This is an optimization exercise on Yosys and OpenROAD, whose aim is small area and a short achievable clock period, not a production implementation.
The RTL was checked by simulation tests, not by an equivalence proof against the original design.
Power figures rest on the tool's default switching activity, not on a simulated workload.

**flow/run.sh**
```bash
#!/bin/bash
# synth_recipe.tcl (not shown) runs the flow's synth.tcl, then flattens the netlist and writes it again
# the make line also repeats each setting of config.mk as NAME=value (left out here)
make -C /OpenROAD-flow-scripts/flow DESIGN_CONFIG=/design/flow/config.mk WORK_HOME=/design/flow/orfs CLKGATE_MAP_FILE= SYNTH_SCRIPT=/design/flow/synth_recipe.tcl finish
```
**flow/config.mk**
```make
export PLATFORM = sky130hd
export DESIGN_NAME = RV
export DESIGN_NICKNAME = RV
export VERILOG_FILES = /design/flow/design.v
export SDC_FILE = /design/flow/constraint.sdc
export NUM_CORES = 4
export LEC_CHECK = 0
export ABC_CLOCK_PERIOD_IN_PS = 3000
export CAP_MARGIN = 20
export CORE_MARGIN = 2
export CORE_UTILIZATION = 40
export SETUP_SLACK_MARGIN = 5
export SLEW_MARGIN = 20
export TNS_END_PERCENT = 100
```
**flow/constraint.sdc**
```tcl
create_clock -name core_clock -period 12.5 [get_ports {CLK}]
set_input_delay 2.5000 -clock core_clock [delete_from_list [all_inputs] [get_ports {CLK}]]
set_output_delay 2.5000 -clock core_clock [all_outputs]
set_load 0.01 [all_outputs]
```
**flow/design.v**
```verilog
`timescale 1ns / 1ps
module RV #(
    parameter PC_INIT = 32'h00400000
)(
    input CLK,
    input RESET,
    input [31:0] Instr,
    input [31:0] ReadData_in,
    output MemRead,
    output [3:0] MemWrite_out,
    output [31:0] PC,
    output [31:0] ALUResult,
    output [31:0] WriteData_out
);
    reg  [31:2] PCF;
    reg         bhtHi [0:31];
    reg         bhtLo [0:31];
    reg         validD;
    reg  [31:0] InstrD;
    reg  [31:2] PCD;
    reg         PredTakenD;
    reg  [31:2] PredBTAD;
    reg         RegWriteE, MemtoRegE, MemWriteE, BranchE, JalE, JalrE, MDE;
    reg  [31:0] RD1E, RD2E;
    reg  [31:2] PCE;
    reg  [31:0] TgtE;
    reg  [4:0]  rdE;
    reg  [2:0]  f3E;
    reg         sAME, sAWE, sARE, sBME, sBWE, sBRE;    
    reg         PredTakenE, MismatchE;
    reg         UseImmE, OpE, AltE, SubE, LinkE, TgtResE;
    reg         RegWriteM, MemtoRegM, MemWriteM;
    reg  [31:0] ALUResultM, WriteDataM;
    reg  [4:0]  rdM;
    reg         RegWriteW;
    reg  [31:0] ResultW;
    reg  [4:0]  rdW;
    reg         mdRun, mdFin, mdNeg;
    reg  [5:0]  mdCnt;
    reg  [32:0] mdA;
    reg  [31:0] mdQ;
    wire Busy;
    wire [4:0]  idxF       = PCF[6:2];
    wire        isBrF      = (Instr[6:0] == 7'h63);
    wire        PredTakenF = bhtHi[idxF] & isBrF;
    wire [31:2] BTAF;
    wire [31:2] PCp4F      = PCF + 30'd1;
    wire [6:0] opD  = InstrD[6:0];
    wire [2:0] f3D  = InstrD[14:12];
    wire [6:0] f7D  = InstrD[31:25];
    wire [4:0] rdD  = InstrD[11:7];
    wire [4:0] rs1D = validD ? InstrD[19:15] : 5'd0;
    wire [4:0] rs2D = validD ? InstrD[24:20] : 5'd0;
    wire isRD    = validD & (opD == 7'h33);
    wire isID    = validD & (opD == 7'h13);
    wire isLdD   = validD & (opD == 7'h03);
    wire isStD   = validD & (opD == 7'h23);
    wire isBrD   = validD & (opD == 7'h63);
    wire isJalD  = validD & (opD == 7'h6F);
    wire isJalrD = validD & (opD == 7'h67);
    wire isAuiD  = validD & (opD == 7'h17);
    wire isLuiD  = validD & (opD == 7'h37);
    wire isMDD   = isRD & (f7D == 7'h01);
    wire RegWriteD = isRD | isID | isLdD | isJalD | isJalrD | isAuiD | isLuiD;
    wire immAbsD = isLuiD | isID | isLdD | isStD | isJalrD;
    reg  [31:0] OffD;
    always @(*) begin
        if (isAuiD | isLuiD)
            OffD = {InstrD[31:12], 12'd0};
        else if (isJalD)
            OffD = {{12{InstrD[31]}}, InstrD[19:12], InstrD[20], InstrD[30:21], 1'b0};
        else if (isBrD)
            OffD = {{20{InstrD[31]}}, InstrD[7], InstrD[30:25], InstrD[11:8], 1'b0};
        else if (isStD)
            OffD = {{20{InstrD[31]}}, InstrD[31:25], InstrD[11:7]};
        else
            OffD = {{20{InstrD[31]}}, InstrD[31:20]};
    end
    wire [31:0] TgtD = {(immAbsD ? 30'd0 : PCD) + OffD[31:2], OffD[1:0]};
    wire fwdW1D = (rs1D == rdW) & RegWriteW & (rdW != 5'd0);
    wire fwdW2D = (rs2D == rdW) & RegWriteW & (rdW != 5'd0);
    wire [31:0] RD1D, RD2D;
    wire fAM = (rs1D == rdE) & RegWriteE & (rdE != 5'd0);
    wire fAW = (rs1D == rdM) & RegWriteM & (rdM != 5'd0);
    wire fBM = (rs2D == rdE) & RegWriteE & (rdE != 5'd0);
    wire fBW = (rs2D == rdM) & RegWriteM & (rdM != 5'd0);
    wire lwStall = MemtoRegE & ((rs1D == rdE) | (rs2D == rdE));
    wire [31:0] SrcA = ({32{sAME}} & ALUResultM) | ({32{sAWE}} & ResultW) | ({32{sARE}} & RD1E);
    wire [31:0] RegB = ({32{sBME}} & ALUResultM) | ({32{sBWE}} & ResultW) | ({32{sBRE}} & RD2E);
    wire [31:0] SrcB = UseImmE ? TgtE : RegB;
    wire [31:0] BX   = SubE ? ~SrcB : SrcB;
    wire [31:0] Sum  = SrcA + BX + {31'd0, SubE};
    wire [31:0] cmpL0 = {1'b0, ~SrcA[30:0] & SrcB[30:0]};
    wire [31:0] cmpE0 = {1'b1, ~(SrcA[30:0] ^ SrcB[30:0])};
    wire [15:0] cmpL1, cmpE1;
    wire [7:0]  cmpL2, cmpE2;
    wire [3:0]  cmpL3, cmpE3;
    wire [1:0]  cmpL4, cmpE4;
    genvar c;
    generate
        for (c = 0; c < 16; c = c + 1) begin : cmp1
            assign cmpL1[c] = cmpL0[2*c+1] | (cmpE0[2*c+1] & cmpL0[2*c]);
            assign cmpE1[c] = cmpE0[2*c+1] & cmpE0[2*c];
        end
        for (c = 0; c < 8; c = c + 1) begin : cmp2
            assign cmpL2[c] = cmpL1[2*c+1] | (cmpE1[2*c+1] & cmpL1[2*c]);
            assign cmpE2[c] = cmpE1[2*c+1] & cmpE1[2*c];
        end
        for (c = 0; c < 4; c = c + 1) begin : cmp3
            assign cmpL3[c] = cmpL2[2*c+1] | (cmpE2[2*c+1] & cmpL2[2*c]);
            assign cmpE3[c] = cmpE2[2*c+1] & cmpE2[2*c];
        end
        for (c = 0; c < 2; c = c + 1) begin : cmp4
            assign cmpL4[c] = cmpL3[2*c+1] | (cmpE3[2*c+1] & cmpL3[2*c]);
            assign cmpE4[c] = cmpE3[2*c+1] & cmpE3[2*c];
        end
    endgenerate
    wire        cmpLlo = cmpL4[1] | (cmpE4[1] & cmpL4[0]);
    wire        cmpElo = cmpE4[1] & cmpE4[0];
    wire        signEq = ~(SrcA[31] ^ SrcB[31]);
    wire        ltu  = (~SrcA[31] & SrcB[31]) | (signEq & cmpLlo);
    wire        lt   = (SrcA[31] & ~SrcB[31]) | (signEq & cmpLlo);
    wire        eq   = signEq & cmpElo;
    wire        shl  = (f3E == 3'b001);
    reg  [31:0] ShIn, ShRev;
    integer k;
    always @(*) begin
        for (k = 0; k < 32; k = k + 1) ShRev[k] = SrcA[31-k];
        ShIn = shl ? ShRev : SrcA;
    end
    wire [63:0] ShW  = {{32{AltE & ~shl & SrcA[31]}}, ShIn} >> SrcB[4:0];
    wire [31:0] ShR  = ShW[31:0];
    reg  [31:0] ShOut;
    always @(*) begin
        for (k = 0; k < 32; k = k + 1) ShOut[k] = shl ? ShR[31-k] : ShR[k];
    end
    reg [31:0] AluOut;
    always @(*) begin
        if (!OpE)
            AluOut = Sum[31:0];
        else case (f3E)
            3'b000: AluOut = Sum[31:0];
            3'b001: AluOut = ShOut;
            3'b010: AluOut = {31'd0, lt};
            3'b011: AluOut = {31'd0, ltu};
            3'b100: AluOut = SrcA ^ SrcB;
            3'b101: AluOut = ShOut;
            3'b110: AluOut = SrcA | SrcB;
            default: AluOut = SrcA & SrcB;
        endcase
    end
    wire [31:2] PCp4E = PCE + 30'd1;
    wire [31:0] MDResult = (f3E == 3'b000 || f3E == 3'b100 || f3E == 3'b101) ? mdQ : mdA[31:0];
    wire [31:0] ALUResultE = MDE     ? MDResult :
                             LinkE   ? {PCp4E, 2'b00} :
                             TgtResE ? TgtE : AluOut;
    reg taken;
    always @(*) begin
        case (f3E)
            3'b000: taken = eq;
            3'b001: taken = ~eq;
            3'b100: taken = lt;
            3'b101: taken = ~lt;
            3'b110: taken = ltu;
            3'b111: taken = ~ltu;
            default: taken = 1'b0;
        endcase
    end
    wire Mispredict = BranchE & (PredTakenE ? (~taken | MismatchE) : taken);
    wire ToFlush    = JalE | JalrE | Mispredict;
    wire [31:2] PredPC  = (isBrF & bhtHi[idxF]) ? BTAF : PCp4F;
    wire [31:2] NextJ   = JalrE ? Sum[31:2] : TgtE[31:2];
    wire [31:2] NextT   = (JalE | JalrE) ? NextJ :
                          (BranchE & ~(PredTakenE & ~MismatchE)) ? TgtE[31:2] : PredPC;
    wire [31:2] NextN   = (JalE | JalrE) ? NextJ :
                          (BranchE & PredTakenE) ? PCp4E : PredPC;
    wire [31:2] PCIn    = taken ? NextT : NextN;
    wire WE_PC = ~Busy & ~lwStall;
    always @(posedge CLK) begin
        if (RESET)
            PCF <= PC_INIT[31:2];
        else if (WE_PC)
            PCF <= PCIn;
    end
    wire [4:0] idxE = PCE[6:2];
    integer i;
    always @(posedge CLK) begin
        if (RESET) begin
            for (i = 0; i < 32; i = i + 1) begin
                bhtHi[i] <= 1'b0;
                bhtLo[i] <= 1'b1;
            end
        end else if (BranchE) begin
            if (taken) begin
                if (!(bhtHi[idxE] & bhtLo[idxE])) begin
                    bhtHi[idxE] <= bhtHi[idxE] | bhtLo[idxE];
                    bhtLo[idxE] <= ~bhtLo[idxE];
                end
            end else begin
                if (bhtHi[idxE] | bhtLo[idxE]) begin
                    bhtHi[idxE] <= bhtHi[idxE] & bhtLo[idxE];
                    bhtLo[idxE] <= ~bhtLo[idxE];
                end
            end
        end
    end
    wire [31:0] btbWE  = (BranchE && taken) ? (32'd1 << idxE) : 32'd0;
    wire [31:0] btbSel = 32'd1 << idxF;
    wire [29:0] btbTerm [0:31];
    genvar g;
    generate
        for (g = 0; g < 32; g = g + 1) begin : btbRow
            reg [31:2] q;
            always @(posedge CLK)
                if (btbWE[g]) q <= TgtE[31:2];
            assign btbTerm[g] = {30{btbSel[g]}} & q;
        end
    endgenerate
    reg [29:0] btbOr;
    integer j;
    always @(*) begin
        btbOr = 30'd0;
        for (j = 0; j < 32; j = j + 1) btbOr = btbOr | btbTerm[j];
    end
    assign BTAF = btbOr;
    always @(posedge CLK) begin
        if (RESET)
            validD <= 1'b0;
        else if (!Busy) begin
            if (ToFlush)
                validD <= 1'b0;
            else if (!lwStall)
                validD <= 1'b1;
        end
    end
    always @(posedge CLK) begin
        if (!Busy && !lwStall) begin
            InstrD     <= {Instr[31:2], 2'b11};
            PCD        <= PCF;
            PredTakenD <= PredTakenF;
            PredBTAD   <= BTAF;
        end
    end
    always @(posedge CLK) begin
        if (RESET || (!Busy && (lwStall || ToFlush))) begin
            RegWriteE <= 1'b0;
            MemtoRegE <= 1'b0;
            MemWriteE <= 1'b0;
            BranchE   <= 1'b0;
            JalE      <= 1'b0;
            JalrE     <= 1'b0;
            MDE       <= 1'b0;
        end else if (!Busy) begin
            RegWriteE <= RegWriteD;
            MemtoRegE <= isLdD;
            MemWriteE <= isStD;
            BranchE   <= isBrD;
            JalE      <= isJalD;
            JalrE     <= isJalrD;
            MDE       <= isMDD;
        end
    end
    always @(posedge CLK) begin
        if (!Busy) begin
            RD1E       <= RD1D;
            RD2E       <= RD2D;
            PCE        <= PCD;
            TgtE       <= TgtD;
            rdE        <= rdD;
            f3E        <= f3D;
            sAME       <= fAM;
            sAWE       <= ~fAM & fAW;
            sARE       <= ~fAM & ~fAW;
            sBME       <= fBM;
            sBWE       <= ~fBM & fBW;
            sBRE       <= ~fBM & ~fBW;
            PredTakenE <= PredTakenD;
            MismatchE  <= (PredBTAD != TgtD[31:2]);
            UseImmE    <= isID | isLdD | isStD | isJalrD;
            OpE        <= isRD | isID;
            AltE       <= (isRD | (f3D == 3'b101)) & f7D[5];
            SubE       <= isBrD | ((isRD | isID) & (f3D == 3'b010 || f3D == 3'b011)) |
                          (isRD & (f3D == 3'b000) & f7D[5]);
            LinkE      <= isJalD | isJalrD;
            TgtResE    <= isAuiD | isLuiD;
        end
    end
    always @(posedge CLK) begin
        if (RESET) begin
            RegWriteM <= 1'b0;
            MemtoRegM <= 1'b0;
            MemWriteM <= 1'b0;
        end else if (!Busy) begin
            RegWriteM <= RegWriteE;
            MemtoRegM <= MemtoRegE;
            MemWriteM <= MemWriteE;
        end
    end
    always @(posedge CLK) begin
        if (!Busy) begin
            ALUResultM <= ALUResultE;
            WriteDataM <= RegB;
            rdM        <= rdE;
        end
    end
    always @(posedge CLK) begin
        if (RESET)
            RegWriteW <= 1'b0;
        else if (!Busy)
            RegWriteW <= RegWriteM;
    end
    always @(posedge CLK) begin
        if (!Busy) begin
            ResultW <= MemtoRegM ? ReadData_in : ALUResultM;
            rdW     <= rdM;
        end
    end
    wire [31:0] rfWE  = RegWriteW ? (32'd1 << rdW) : 32'd0;
    wire [31:0] rfSel1 = fwdW1D ? 32'd0 : (32'd1 << rs1D);
    wire [31:0] rfSel2 = fwdW2D ? 32'd0 : (32'd1 << rs2D);
    wire [31:0] rfTerm1 [1:31];
    wire [31:0] rfTerm2 [1:31];
    generate
        for (g = 1; g < 32; g = g + 1) begin : rfRow
            reg [31:0] q;
            always @(posedge CLK)
                if (rfWE[g]) q <= ResultW;
            assign rfTerm1[g] = {32{rfSel1[g]}} & q;
            assign rfTerm2[g] = {32{rfSel2[g]}} & q;
        end
    endgenerate
    reg [31:0] rfOr1, rfOr2;
    always @(*) begin
        rfOr1 = {32{fwdW1D}} & ResultW;
        rfOr2 = {32{fwdW2D}} & ResultW;
        for (j = 1; j < 32; j = j + 1) begin
            rfOr1 = rfOr1 | rfTerm1[j];
            rfOr2 = rfOr2 | rfTerm2[j];
        end
    end
    assign RD1D = rfOr1;
    assign RD2D = rfOr2;
    wire mdIdle   = ~mdRun & ~mdFin;
    assign Busy   = mdRun | (mdIdle & MDE);
    wire mdDiv    = f3E[2];
    wire mdSigned = ~f3E[2] ? (f3E[1:0] != 2'b11) : ~f3E[0];
    wire [5:0] mdLast = mdDiv ? 6'd33 : (mdSigned ? 6'd32 : 6'd31);
    wire mdMulStep = ~mdDiv & ~mdCnt[5];
    wire mdDivFix  = mdDiv & ((mdCnt == 6'd0) | (mdCnt == 6'd33));
    wire mdRemSel  = mdDiv & f3E[1] & (mdCnt == 6'd33);
    wire [33:0] mdMext = {{2{mdSigned & RegB[31]}}, RegB};
    reg  [33:0] mdX, mdY;
    reg         mdInv;
    always @(*) begin
        if (mdDivFix) begin
            mdX   = 34'd0;
            mdY   = {2'b00, mdRemSel ? mdA[31:0] : mdQ};
            mdInv = 1'b1;
        end else if (mdDiv) begin
            mdX   = {1'b0, mdA[31:0], mdQ[31]};
            mdY   = mdMext;
            mdInv = ~(mdSigned & RegB[31]);
        end else begin
            mdX   = {mdA[32], mdA};
            mdY   = mdQ[0] ? mdMext : 34'd0;
            mdInv = mdSigned & mdQ[0] & (mdCnt == 6'd31);
        end
    end
    wire [33:0] mdS = mdX + (mdInv ? ~mdY : mdY) + {33'd0, mdInv};
    wire mdNegQ = mdSigned & (mdNeg ^ RegB[31]);
    wire mdNegR = mdSigned & mdNeg;
    always @(posedge CLK) begin
        if (RESET) begin
            mdRun <= 1'b0;
            mdFin <= 1'b0;
        end else if (mdIdle) begin
            if (MDE) begin
                mdRun <= 1'b1;
                mdCnt <= 6'd0;
                mdA   <= 33'd0;
                mdQ   <= SrcA;
            end
        end else if (mdFin) begin
            mdFin <= 1'b0;
        end else begin
            mdCnt <= mdCnt + 6'd1;
            if (mdCnt == mdLast) begin
                mdRun <= 1'b0;
                mdFin <= 1'b1;
            end
            if (mdMulStep) begin
                mdA <= mdS[33:1];
                mdQ <= {mdS[0], mdQ[31:1]};
            end else if (mdDiv) begin
                if (mdCnt == 6'd0) begin
                    mdNeg <= mdQ[31];
                    if (mdSigned & mdQ[31])
                        mdQ <= mdS[31:0];
                end else if (mdCnt == 6'd33) begin
                    if (mdRemSel) begin
                        if (mdNegR) mdA[31:0] <= mdS[31:0];
                    end else begin
                        if (mdNegQ) mdQ <= mdS[31:0];
                    end
                end else begin
                    mdA <= {1'b0, mdS[33] ? mdX[31:0] : mdS[31:0]};
                    mdQ <= {mdQ[30:0], ~mdS[33]};
                end
            end
        end
    end
    assign PC            = {PCF, 2'b00};
    assign MemRead       = MemtoRegM;
    assign MemWrite_out  = {4{MemWriteM}};
    assign ALUResult     = ALUResultM;
    assign WriteData_out = WriteDataM;
endmodule
```
==> metrics.md, run 1 <==
| Metric | Value |
|---|---|
| Leakage | `44.4 nW` |
| Layout cells sized above 1 | `12.4%` |
| Clock Sinks | `2487` |
| Max Clock Skew | `0.0902 ns` |
| GP Congestion | `1.04` |
| Max Fclk | `0.137 GHz` |
| Post-synth EDFFs | `2401` |
| Layout Nets | `9180` |
| Final wirelength | `526 mm` |
| Die area | `0.292 sq mm` |
| Global-route wire length before repair | `707 mm` |
| CP max stage cell | `nand3_1` |
| Worst path cell trace | `buf_4, mux2i_4, buf_4, inv_1, ha_1, inv_1, a21oi_1, o311ai_0, nand4_1, a2111o_1, a41oi_1, or2_2, nand3_1, nor2_4, buf_4` |
| Yosys top cell area share | `62.7%` |
| Most common cell on crit path | `buf_4` |
| Worst reg2reg path startpoint | `UseImmE` |
| Crit-path max FO | `40` |
| Pwr dens | `166 mW/mm^2` |
| Worst slew margin | `11.6%` |
| DR vias/cell | `7.06` |
| Cell area after synthesis | `0.115 sq mm` |
| Maximum VDD drop | `0.132 mV` |
| Total gr overflow | `0` |
| H-tree depth | `5` |
| Post-synthesis cell type count | `99` |
| Via Count | `91100` |
| Commonest cells after routing, fill and taps aside | `2401 x edfxtp_1, 878 x a22oi_1, 559 x nand2_1` |
| CP Launch Point | `UseImmE` |
| Pins over their slew limit | `0` |
| Min cycle time layout | `7.29 ns` |
| Port bufs | `164` |
| Post-CTS Resized | `0` |
| Setup bufs post-CTS | `0` |
| Setup violators final | `0` |
| Post-synthesis sequential area ratio | `64.2%` |
| IO Count | `167` |
| Detailed Routing Iterations Pass 1 | `13` |
| Fin area | `0.132 sq mm` |
| Vias in the first global route | `85300` |
| Largest net degree at the start of global routing | `115` |
| Asr flop ratio synth | `0%` |
| Most used DFF post-synth | `edfxtp_1` |
| Setup tns final | `0 ns` |
| Hold Startpoint | `PredTakenD` |
| Detail Route Antenna Nets | `0` |
| Arr. time, crit path | `7.79 ns` |
| # DRC | `0` |
| DP Wirelength | `316 mm` |
| Gate Count Post-Synth | `8712` |
| Post-synthesis register bit count | `2487` |
| Most common cell after layout, fill and taps aside | `edfxtp_1` |
| Period utilisation layout | `58.3%` |
| Critical path type | `register to register` |
| Synth area leader | `edfxtp_1` |
| RSZ-0062 raised after global routing | `false` |
| FP Rows | `196` |
| Die H | `540 um` |
| CTS Hold Bufs | `0` |
| Critical path capture point type | `register` |
| CTS root buffer | `clkbuf_16` |
| Run status | `timing/DRC/antenna clean` |
| CTS tree | `built` |
| Max incr delay on CP | `0.66 ns` |
| Total track usage | `34.7%` |
| Average wire per standard cell | `40.7 um` |
| Mean Syn Cell Area | `13.2 sq um` |
| Startpoint Class | `register` |
| Placed cell area | `0.123 sq mm` |
| Initial antenna violation count | `60` |
| Final Hold Viols | `0` |
| Area contributors post-synth | `edfxtp_1 63%, a22oi_1 5.7%, a221oi_1 2.4%` |
| Initial Util | `40.3%` |
| Num CTS Buffers | `267` |
| Synth warnings | `1` |
| Class of the worst hold path | `register to register` |
| Clock edge transition at the registers on the reported setup and hold paths | `0.06 ns` |
| Area of the core | `0.285 sq mm` |
| Crit path required time | `13.00 ns` |
| DR iter-0 viols | `18000` |
| Die X | `540 um` |
| Max Cap Viol | `0` |
| Syn-to-layout area delta | `14.7%` |
| Deepest clock path buffer count | `4` |
| Worst-margin pin slew | `1.32 ns` |
| Clock latency (worst-skew pair) | `0.94 ns` |
cell type report:
| cell class | count | area (sq um) |
|---|---|---|
| Inverter | 149 | 572 |
| Timing Repair Buffer | 518 | 4350 |
| Tap cell | 3762 | 4710 |
| Sequential cell | 2487 | 73800 |
| Multi-Input combinational cell | 5485 | 39500 |
| Fill cell | 25200 | 154000 |
| Antenna cell | 24 | 60.1 |
| Clock inverter | 157 | 1780 |
| Clock buffer | 322 | 7050 |
worst max-delay path: cells and delay by family (launching register included):
kind	cells	cell delay (ns)
and+or+nand+nor	4	2.14
buffers and inverters	5	2.07
AOI/OAI and AO/OA	4	1.52
adders and majority gates	1	0.35
DFF	1	0.34
muxes	1	0.32
synth_stat cells, types with 86 or more instances:
cell and number:
mux2_2 107, inv_1 142, a221oi_1 316, dfxtp_1 86, xnor2_1 128, a222oi_1 87
clkbuf_1 482, nor2_1 552, a22oi_1 878, nand2_1 559, edfxtp_1 2401, ha_1 203
nor3_1 131, a22o_1 281, mux2i_1 199, nand3_1 291, xor2_1 125, o21ai_0 210
a21oi_1 277, nand4_1 232
metrics by stage:
stage	util (%)	setup slack, ns	cells	power, mW	hold slack, ns
finish	46.2	5.21	12900	21.9	0.430
global route	46.2	5.06	12900	22.3	0.442
CTS	46.1	5.18	12900	21.7	0.430
detailed placement	43.0	5.19	12400	13.8	0.410
global placement	43.0	5.05	12400	13.7	0.402
floorplan	-	5.67	8713	12.0	0.400
metal layers:
metal	routed length (um)	track usage (%)
met4	41900	22.5
met1	182000	42.7
met3	72100	10.8
met2	230000	52.9
met5	421	0.329
kinds of logic (layout without fill, tap and decap cells):
kind of cell             count (synthesis)  after routing  synth area share [%]
XOR/XNOR                               260            260                  2.07
buffers and inverters                  741           1146                  2.48
AO/OA/AOI/OAI                         2559           2559                  16.7
other                                    1             26               0.00326
AND/OR/NAND/NOR                       2119           2119                  8.82
multiplexers                           339            339                  3.43
adder cells (fa/ha/maj)                206            206                  2.26
flip-flops                            2487           2487                  64.2
report_power, final:
part	switching [mW]	leakage (nW)	internal [mW]
clock	3.46	4.28	4.68
combinational	2.60	17.0	0.991
sequential	0.257	23.2	9.93
worst paths after layout:
path                      to  slack (ns)  depth (start not counted)
max reg2reg  btbRow[5].q[12]        5.21                         15
min reg2reg       PredTakenE        0.43                          0
max          btbRow[5].q[12]        5.21                         15
min               PredTakenE        0.43                          0
state kept, by name (all words and copies together), names as in the netlist, 3 cells and up, named ones only:
name	flops
WriteDataM	32
InstrD	30
mdCnt	6
rdE	5
PCF	30
rdW	5
ALUResultM	32
RD1E	32
btbRow.q	960
RD2E	32
PredBTAD	30
mdA	33
PCD	30
PCE	30
mdQ	32
bhtHi	32
rfRow.q	992
rdM	5
ResultW	32
bhtLo	32
TgtE	32
f3E	3
==> run 2, diff against run 1 <==
--- a/flow/design.v
+++ b/flow/design.v
@@ -17,2 +17,4 @@
     reg         bhtLo [0:31];
+    reg         pBr, pTk;
+    reg  [4:0]  pIdx;
     reg         validD;
@@ -34,9 +36,7 @@
     reg  [4:0]  rdM;
-    reg         RegWriteW;
     reg  [31:0] ResultW;
-    reg  [4:0]  rdW;
     reg         mdRun, mdFin, mdNeg;
     reg  [5:0]  mdCnt;
-    reg  [32:0] mdA;
-    reg  [31:0] mdQ;
+    reg         mdA32;       
+    reg  [31:0] mdM;         
     wire Busy;
@@ -44,3 +44,7 @@
     wire        isBrF      = (Instr[6:0] == 7'h63);
-    wire        PredTakenF = bhtHi[idxF] & isBrF;
+    wire        pMatch     = pBr & (pIdx == idxF);
+    wire        bhtHiRaw   = bhtHi[idxF];
+    wire        bhtLoRaw   = bhtLo[idxF];
+    wire        bhtHiF     = pMatch ? (pTk ? (bhtHiRaw | bhtLoRaw) : (bhtHiRaw & bhtLoRaw)) : bhtHiRaw;
+    wire        PredTakenF = bhtHiF & isBrF;
     wire [31:2] BTAF;
@@ -79,4 +83,2 @@
     wire [31:0] TgtD = {(immAbsD ? 30'd0 : PCD) + OffD[31:2], OffD[1:0]};
-    wire fwdW1D = (rs1D == rdW) & RegWriteW & (rdW != 5'd0);
-    wire fwdW2D = (rs2D == rdW) & RegWriteW & (rdW != 5'd0);
     wire [31:0] RD1D, RD2D;
@@ -170,3 +172,3 @@
     wire ToFlush    = JalE | JalrE | Mispredict;
-    wire [31:2] PredPC  = (isBrF & bhtHi[idxF]) ? BTAF : PCp4F;
+    wire [31:2] PredPC  = (isBrF & bhtHiF) ? BTAF : PCp4F;
     wire [31:2] NextJ   = JalrE ? Sum[31:2] : TgtE[31:2];
@@ -185,2 +187,7 @@
     wire [4:0] idxE = PCE[6:2];
+    always @(posedge CLK) begin
+        pBr  <= BranchE & ~RESET;
+        pTk  <= taken;
+        pIdx <= idxE;
+    end
     integer i;
@@ -192,12 +199,12 @@
             end
-        end else if (BranchE) begin
-            if (taken) begin
-                if (!(bhtHi[idxE] & bhtLo[idxE])) begin
-                    bhtHi[idxE] <= bhtHi[idxE] | bhtLo[idxE];
-                    bhtLo[idxE] <= ~bhtLo[idxE];
+        end else if (pBr) begin
+            if (pTk) begin
+                if (!(bhtHi[pIdx] & bhtLo[pIdx])) begin
+                    bhtHi[pIdx] <= bhtHi[pIdx] | bhtLo[pIdx];
+                    bhtLo[pIdx] <= ~bhtLo[pIdx];
                 end
             end else begin
-                if (bhtHi[idxE] | bhtLo[idxE]) begin
-                    bhtHi[idxE] <= bhtHi[idxE] & bhtLo[idxE];
-                    bhtLo[idxE] <= ~bhtLo[idxE];
+                if (bhtHi[pIdx] | bhtLo[pIdx]) begin
+                    bhtHi[pIdx] <= bhtHi[pIdx] & bhtLo[pIdx];
+                    bhtLo[pIdx] <= ~bhtLo[pIdx];
                 end
@@ -206,3 +213,3 @@
     end
-    wire [31:0] btbWE  = (BranchE && taken) ? (32'd1 << idxE) : 32'd0;
+    wire [31:0] btbWE  = (pBr && pTk) ? (32'd1 << pIdx) : 32'd0;
     wire [31:0] btbSel = 32'd1 << idxF;
@@ -214,3 +221,3 @@
             always @(posedge CLK)
-                if (btbWE[g]) q <= TgtE[31:2];
+                if (btbWE[g]) q <= WD[31:2];
             assign btbTerm[g] = {30{btbSel[g]}} & q;
@@ -224,3 +231,3 @@
     end
-    assign BTAF = btbOr;
+    assign BTAF = (pMatch & pTk) ? WD[31:2] : btbOr;
     always @(posedge CLK) begin
@@ -264,23 +271,4 @@
         if (!Busy) begin
-            RD1E       <= RD1D;
-            RD2E       <= RD2D;
-            PCE        <= PCD;
-            TgtE       <= TgtD;
             rdE        <= rdD;
             f3E        <= f3D;
-            sAME       <= fAM;
-            sAWE       <= ~fAM & fAW;
-            sARE       <= ~fAM & ~fAW;
-            sBME       <= fBM;
-            sBWE       <= ~fBM & fBW;
-            sBRE       <= ~fBM & ~fBW;
-            PredTakenE <= PredTakenD;
-            MismatchE  <= (PredBTAD != TgtD[31:2]);
-            UseImmE    <= isID | isLdD | isStD | isJalrD;
-            OpE        <= isRD | isID;
-            AltE       <= (isRD | (f3D == 3'b101)) & f7D[5];
-            SubE       <= isBrD | ((isRD | isID) & (f3D == 3'b010 || f3D == 3'b011)) |
-                          (isRD & (f3D == 3'b000) & f7D[5]);
-            LinkE      <= isJalD | isJalrD;
-            TgtResE    <= isAuiD | isLuiD;
         end
@@ -288,2 +276,21 @@
     always @(posedge CLK) begin
+        RD2E       <= RD2D;
+        sBME       <= fBM;
+        sBWE       <= ~fBM & fBW;
+        sBRE       <= ~fBM & ~fBW;
+        PCE        <= PCD;
+        sAME       <= fAM;
+        sAWE       <= ~fAM & fAW;
+        sARE       <= ~fAM & ~fAW;
+        PredTakenE <= PredTakenD;
+        MismatchE  <= (PredBTAD != TgtD[31:2]);
+        UseImmE    <= isID | isLdD | isStD | isJalrD;
+        OpE        <= isRD | isID;
+        AltE       <= (isRD | (f3D == 3'b101)) & f7D[5];
+        SubE       <= isBrD | ((isRD | isID) & (f3D == 3'b010 || f3D == 3'b011)) |
+                      (isRD & (f3D == 3'b000) & f7D[5]);
+        LinkE      <= isJalD | isJalrD;
+        TgtResE    <= isAuiD | isLuiD | isBrD;
+    end
+    always @(posedge CLK) begin
         if (RESET) begin
@@ -305,17 +312,8 @@
     end
-    always @(posedge CLK) begin
-        if (RESET)
-            RegWriteW <= 1'b0;
-        else if (!Busy)
-            RegWriteW <= RegWriteM;
-    end
-    always @(posedge CLK) begin
-        if (!Busy) begin
-            ResultW <= MemtoRegM ? ReadData_in : ALUResultM;
-            rdW     <= rdM;
-        end
-    end
-    wire [31:0] rfWE  = RegWriteW ? (32'd1 << rdW) : 32'd0;
-    wire [31:0] rfSel1 = fwdW1D ? 32'd0 : (32'd1 << rs1D);
-    wire [31:0] rfSel2 = fwdW2D ? 32'd0 : (32'd1 << rs2D);
+    wire [31:0] WD = MemtoRegM ? ReadData_in : ALUResultM;
+    always @(posedge CLK)
+        ResultW <= WD;
+    wire [31:0] rfWE  = (RegWriteM & ~Busy) ? (32'd1 << rdM) : 32'd0;
+    wire [31:0] rfSel1 = 32'd1 << rs1D;
+    wire [31:0] rfSel2 = 32'd1 << rs2D;
     wire [31:0] rfTerm1 [1:31];
@@ -326,3 +324,3 @@
             always @(posedge CLK)
-                if (rfWE[g]) q <= ResultW;
+                if (rfWE[g]) q <= WD;
             assign rfTerm1[g] = {32{rfSel1[g]}} & q;
@@ -333,4 +331,4 @@
     always @(*) begin
-        rfOr1 = {32{fwdW1D}} & ResultW;
-        rfOr2 = {32{fwdW2D}} & ResultW;
+        rfOr1 = 32'd0;
+        rfOr2 = 32'd0;
         for (j = 1; j < 32; j = j + 1) begin
@@ -342,2 +340,4 @@
     assign RD2D = rfOr2;
+    wire [31:0] mdQ = RD1E;
+    wire [32:0] mdA = {mdA32, TgtE};
     wire mdIdle   = ~mdRun & ~mdFin;
@@ -350,3 +350,3 @@
     wire mdRemSel  = mdDiv & f3E[1] & (mdCnt == 6'd33);
-    wire [33:0] mdMext = {{2{mdSigned & RegB[31]}}, RegB};
+    wire [33:0] mdMext = {{2{mdSigned & mdM[31]}}, mdM};
     reg  [33:0] mdX, mdY;
@@ -361,3 +361,3 @@
             mdY   = mdMext;
-            mdInv = ~(mdSigned & RegB[31]);
+            mdInv = ~(mdSigned & mdM[31]);
         end else begin
@@ -369,3 +369,3 @@
     wire [33:0] mdS = mdX + (mdInv ? ~mdY : mdY) + {33'd0, mdInv};
-    wire mdNegQ = mdSigned & (mdNeg ^ RegB[31]);
+    wire mdNegQ = mdSigned & (mdNeg ^ mdM[31]);
     wire mdNegR = mdSigned & mdNeg;
@@ -379,4 +379,2 @@
                 mdCnt <= 6'd0;
-                mdA   <= 33'd0;
-                mdQ   <= SrcA;
             end
@@ -390,20 +388,32 @@
             end
-            if (mdMulStep) begin
-                mdA <= mdS[33:1];
-                mdQ <= {mdS[0], mdQ[31:1]};
-            end else if (mdDiv) begin
-                if (mdCnt == 6'd0) begin
-                    mdNeg <= mdQ[31];
-                    if (mdSigned & mdQ[31])
-                        mdQ <= mdS[31:0];
-                end else if (mdCnt == 6'd33) begin
-                    if (mdRemSel) begin
-                        if (mdNegR) mdA[31:0] <= mdS[31:0];
-                    end else begin
-                        if (mdNegQ) mdQ <= mdS[31:0];
-                    end
+            if (mdDiv && mdCnt == 6'd0)
+                mdNeg <= mdQ[31];
+        end
+    end
+    always @(posedge CLK) begin
+        if (!Busy) begin
+            RD1E <= RD1D;
+            TgtE <= TgtD;
+        end else if (mdIdle) begin
+            RD1E  <= SrcA;
+            mdM   <= RegB;
+            TgtE  <= 32'd0;
+            mdA32 <= 1'b0;
+        end else if (mdMulStep) begin
+            {mdA32, TgtE} <= mdS[33:1];
+            RD1E <= {mdS[0], mdQ[31:1]};
+        end else if (mdDiv) begin
+            if (mdCnt == 6'd0) begin
+                if (mdSigned & mdQ[31])
+                    RD1E <= mdS[31:0];
+            end else if (mdCnt == 6'd33) begin
+                if (mdRemSel) begin
+                    if (mdNegR) TgtE <= mdS[31:0];
                 end else begin
-                    mdA <= {1'b0, mdS[33] ? mdX[31:0] : mdS[31:0]};
-                    mdQ <= {mdQ[30:0], ~mdS[33]};
+                    if (mdNegQ) RD1E <= mdS[31:0];
                 end
+            end else begin
+                TgtE  <= mdS[33] ? mdX[31:0] : mdS[31:0];
+                mdA32 <= 1'b0;
+                RD1E  <= {mdQ[30:0], ~mdS[33]};
             end
==> flow/flow/run.sh (new file) <==
#!/bin/bash
set -euo pipefail
bash standard.sh SETUP_SLACK_MARGIN=7.5 TNS_END_PERCENT=0 finish > flow_standard.log 2>&1
==> flow/standard.sh (new file) <==
#!/bin/bash
# synth_recipe.tcl (not shown) runs the flow's synth.tcl, then flattens the netlist and writes it again
# the make line also repeats each setting of config.mk as NAME=value (left out here)
make -C /OpenROAD-flow-scripts/flow DESIGN_CONFIG=/design/flow/config.mk WORK_HOME=/design/flow/orfs CLKGATE_MAP_FILE= SYNTH_SCRIPT=/design/flow/synth_recipe.tcl "${@:-finish}"
--- a/flow/config.mk
+++ b/flow/config.mk
@@ -10,5 +10,5 @@
 export CORE_MARGIN = 2
-export CORE_UTILIZATION = 40
+export CORE_UTILIZATION = 50
 export SETUP_SLACK_MARGIN = 5
 export SLEW_MARGIN = 20
-export TNS_END_PERCENT = 100
+export TNS_END_PERCENT = 0
removed: flow/run.sh
==> run 2 against run 1 <==
Net effect:
- clock power down 2%
- cell area down 0.86%
- area after synthesis down 2.2%
- largest power group unchanged
- largest cell class unchanged
- synthesized cell count down 1.3%
- critical path depth down 2
- fmax up 36%
- total power up 5.7%
- clock skew up 0.021 ns
- sequential cell count down 36
- still clean
==> metrics.md, run 2 <==
| Metric | Value |
|---|---|
| Syn-to-layout area delta | `16.2%` |
| Die area | `0.229 sq mm (-22%)` |
| Final Util | `58.3% (+12 points)` |
| Most common cell after layout, fill and taps aside | `edfxtp_1` |
| Global-route wire length before repair | `748 mm (+5.9%)` |
| RSZ-0062 raised after global routing | `true` |
| Post-synthesis register bit count | `2451 (-1.4%)` |
| Post-synthesis cell type count | `100 (+1.0%)` |
| Worst-margin pin slew | `1.28 ns (-0.0383 ns)` |
| Initial Util | `50.2% (+9.9 points)` |
| Total power | `23.2 mW (+5.7%)` |
| Post-synth EDFFs | `2256 (-6.0%)` |
| Critical path's top delay family | `compound AO/OA/AOI/OAI gates` |
| Most used DFF post-synth | `edfxtp_1` |
| CTS Hold Bufs | `0 (unchanged)` |
| Largest family of logic cells by synthesized area | `compound AO/OA/AOI/OAI gates` |
| Class of the worst hold path | `register to register` |
| Max incr delay on CP | `0.76 ns (+0.10 ns)` |
| DR vias/cell | `7.76 (+9.8%)` |
| Synth Area in Simple Gates | `8.19% (-0.64 points)` |
| # DRC | `0 (unchanged)` |
| Deepest clock path buffer count | `4 (unchanged)` |
| CTS tree | `built` |
| Detailed Routing Iterations Pass 1 | `13 (unchanged)` |
| FILL cells | `17900 (-29%)` |
| Worst slew margin | `14.5% (+3.0 points)` |
| Post-synth top cells | `2256 x edfxtp_1, 835 x a22oi_1, 495 x nor2_1` |
| DR iter-0 viols | `21200 (+18%)` |
| Detail Route Antenna Nets | `0 (unchanged)` |
| Pins over their slew limit | `0 (unchanged)` |
| Startpoint Class | `register` |
| Critical path capture point type | `register` |
| Max Fclk | `0.186 GHz (+36%)` |
| Compound-Gate Fraction of Synth Area | `18.1% (+1.4 points)` |
| Average wire per standard cell | `46.6 um (+14%)` |
| Pwr dens | `177 mW/mm^2 (+6.6%)` |
| Reg with most FFs | `rfRow.q` |
| GP Congestion | `1.10 (+5.9%)` |
| Final Hold Viols | `0 (unchanged)` |
| Final wirelength | `567 mm (+7.8%)` |
| Area contributors post-synth | `edfxtp_1 60%, a22oi_1 5.6%, dfxtp_1 3.5%` |
| Min cycle time layout | `5.37 ns (-1.92 ns)` |
| CP Buf/Inv Count | `1 (-4)` |
| Top Registers | `rfRow.q: 992 flops, btbRow.q: 960 flops` |
| Die X | `478 um (-11%)` |
| CTS root buffer | `clkbuf_16` |
| Initial antenna violation count | `40 (-33%)` |
| Setup violators final | `0 (unchanged)` |
| Clock edge transition at the registers on the reported setup and hold paths | `0.06 ns (about the same)` |
| Leakage | `44.6 nW (+0.47%)` |
| Clock Sinks | `2451 (-1.4%)` |
| Crit-path max FO | `5 (-88%)` |
| Commonest cells after routing, fill and taps aside | `2256 x edfxtp_1, 835 x a22oi_1, 467 x nand2_1` |
| Yosys top cell area share | `60.2% (-2.5 points)` |
| Cell area after synthesis | `0.112 sq mm (-2.2%)` |
| Arr. time, crit path | `5.96 ns (-1.83 ns)` |
| Critical path type | `register to register` |
| Synth area leader | `edfxtp_1` |
| Post-synthesis xor/xnor area fraction | `2.06% (-0.0075 points)` |
| Maximum VDD drop | `0.195 mV (+48%)` |
| Clock latency (worst-skew pair) | `0.97 ns (+0.03 ns)` |
| Most common cell on crit path | `o21ai_0` |
| CP max stage cell | `edfxtp_1` |
| Hold Slack | `0.371 ns (-0.0584 ns)` |
| Period utilisation layout | `42.9% (-15 points)` |
| Total gr overflow | `0 (unchanged)` |
| Port bufs | `164 (unchanged)` |
| Crit path required time | `13.10 ns (+0.10 ns)` |
| Gate Count Post-Synth | `8599 (-1.3%)` |
| Num CTS Buffers | `278 (+4.1%)` |
| Asr flop ratio synth | `0% (unchanged)` |
| Layout cells sized above 1 | `15.1% (+2.7 points)` |
| Largest net degree at the start of global routing | `66 (-43%)` |
| Max Cap Viol | `0 (unchanged)` |
| Area of the core | `0.224 sq mm (-21%)` |
| Layout Nets | `9214 (+0.37%)` |
| Max Clock Skew | `0.111 ns (+0.0207 ns)` |
| Setup tns final | `0 ns (unchanged)` |
| Die H | `478 um (-11%)` |
| Post-synthesis sequential area ratio | `63.7% (-0.51 points)` |
| Vias in the first global route | `86300 (+1.1%)` |
| Run status | `timing/DRC/antenna clean` |
| Adder-Cell Fraction of Synth Area | `2.26% (-0.0054 points)` |
| Worst path cell trace | `inv_1, a21oi_1, xor2_1, ha_1, nand2_1, a211o_1, o211ai_1, o21ai_0, o21ai_0, xor2_1, a221o_1, a31oi_1, o21ai_0` |
| Synth warnings | `1 (unchanged)` |
| DP Wirelength | `350 mm (+11%)` |
| Total track usage | `48.0% (+13 points)` |
| Mean Syn Cell Area | `13.1 sq um (-0.89%)` |
| FP Rows | `174 (-11%)` |
| IO Count | `167 (unchanged)` |
| Multiplexer share of the synthesized area | `3.08% (-0.35 points)` |
| Via Count | `94300 (+3.5%)` |
| H-tree depth | `5 (unchanged)` |
| Max FFs per register | `992 (unchanged)` |
| Count leader, synth | `edfxtp_1` |
run 2: cell types whose count changed in the layout (fill, tap and decap cells not counted), moves of 32 or more:
cell and delta:
o21ai_0 +58, nand3_1 -32, edfxtp_1 -145, nand2_1 -92, buf_4 +108, dfxtp_1 +103, mux2_2 -51, nor2_1 -59
a22oi_1 -43
run 2: worst reg2reg max path, cell delays in order, from the launching register on:
cell and delay [ns]:
edfxtp_1 0.76, inv_1 0.43, a21oi_1 0.53, xor2_1 0.25, ha_1 0.48, nand2_1 0.14
a211o_1 0.25, o211ai_1 0.13, o21ai_0 0.22, o21ai_0 0.25, xor2_1 0.56, a221o_1 0.29
a31oi_1 0.08, o21ai_0 0.68
run 2: what timing repair did:
item / in CTS / in global routing
pin swaps: 50 / 49
gates cloned: 7 / 1
setup buffers: 52 / 37
setup endpoints to repair: 134 / 122
gates resized for setup: 173 / 86
run 2: cell type report:
| cell class | count | area, sq um | area share (%) |
|---|---|---|---|
| well taps | 2992 | 3740 | 2.86 |
| clock inverters | 123 | 1240 | 0.952 |
| inverters | 161 | 619 | 0.474 |
| clock buffers | 349 | 7380 | 5.64 |
| diodes | 22 | 55.1 | 0.0421 |
| flip-flops and latches | 2451 | 71700 | 54.8 |
| multi-input cells | 5398 | 40300 | 30.9 |
| repair buffers | 657 | 5690 | 4.35 |
run 2: logic make-up (layout without fill, tap and decap cells):
family | Yosys count | after routing
AO/OA/AOI/OAI | 2741 | 2741
XOR/XNOR | 257 | 257
adder cells (fa/ha/maj) | 201 | 201
buffers and inverters | 753 | 1290
flip-flops | 2451 | 2451
multiplexers | 294 | 294
other | 1 | 24
AND/OR/NAND/NOR | 1901 | 1903
run 2: per-layer routing:
layer / share of wire, % / GRT usage (%)
met1: 35 / 61.9
met3: 16 / 19.5
met4: 8.9 / 32.4
met5: 0.036 / 0.168
met2: 40 / 66.0
run 2: path summary, 6_finish.rpt:
check | slack [ns] | endpoint | from | cells past startpoint
min | 0.37 | PCE[12] | PCD[12] | 0
max | 7.13 | ALUResultM[15] | TgtE[9] | 13
max reg2reg | 7.13 | ALUResultM[15] | TgtE[9] | 13
min reg2reg | 0.37 | PCE[12] | PCD[12] | 0
run 2: stage by stage:
stage,cells,cell area [sq um],setup WS (ns)
final,12200,131000,7.13
after global placement,11600,120000,5.86
after detailed placement,11600,120000,5.90
after global routing,12100,131000,7.18
after CTS,12100,130000,7.32
after floorplan,8600,112000,7.46
run 2: power by group:
part	internal (mW)	total (mW)	leakage, nW	switching, mW
combinational	1.18	4.69	17.9	3.51
clock	4.63	8.01	4.19	3.38
sequential	10.1	10.5	22.5	0.359

-- afterwards: timing with drivers on the ports --
In the flow no input, the clock included, has a driving cell. The finished layouts below were timed again as built, in two steps.
Step 1 (the two cells are an assumption about what drives the block):
set clk [get_ports {CLK}]
set_driving_cell -lib_cell sky130_fd_sc_hd__clkbuf_16 $clk
set_driving_cell -lib_cell sky130_fd_sc_hd__buf_2 [delete_from_list [all_inputs] $clk]
Step 2 times the ports against the registers' clock, not the clock port: input delays grow and output delays shrink by t, the midpoint of the rising clock arrivals with the driver on.
a / b / c = no drivers / after step 1 / after step 2; a / b = the first two.
run	shift t [ns]	slack for setup (ns)	cell pins on the clock port's net
run 1	0.991	5.215 / 5.215 / 5.215	1
run 2	1.020	7.133 / 7.133 / 6.631	1
After both steps setup and hold are still met in every run listed. The setup slack of run 2, which loses most, moves by 0.000 ns with the drivers and by -0.502 ns with both steps.
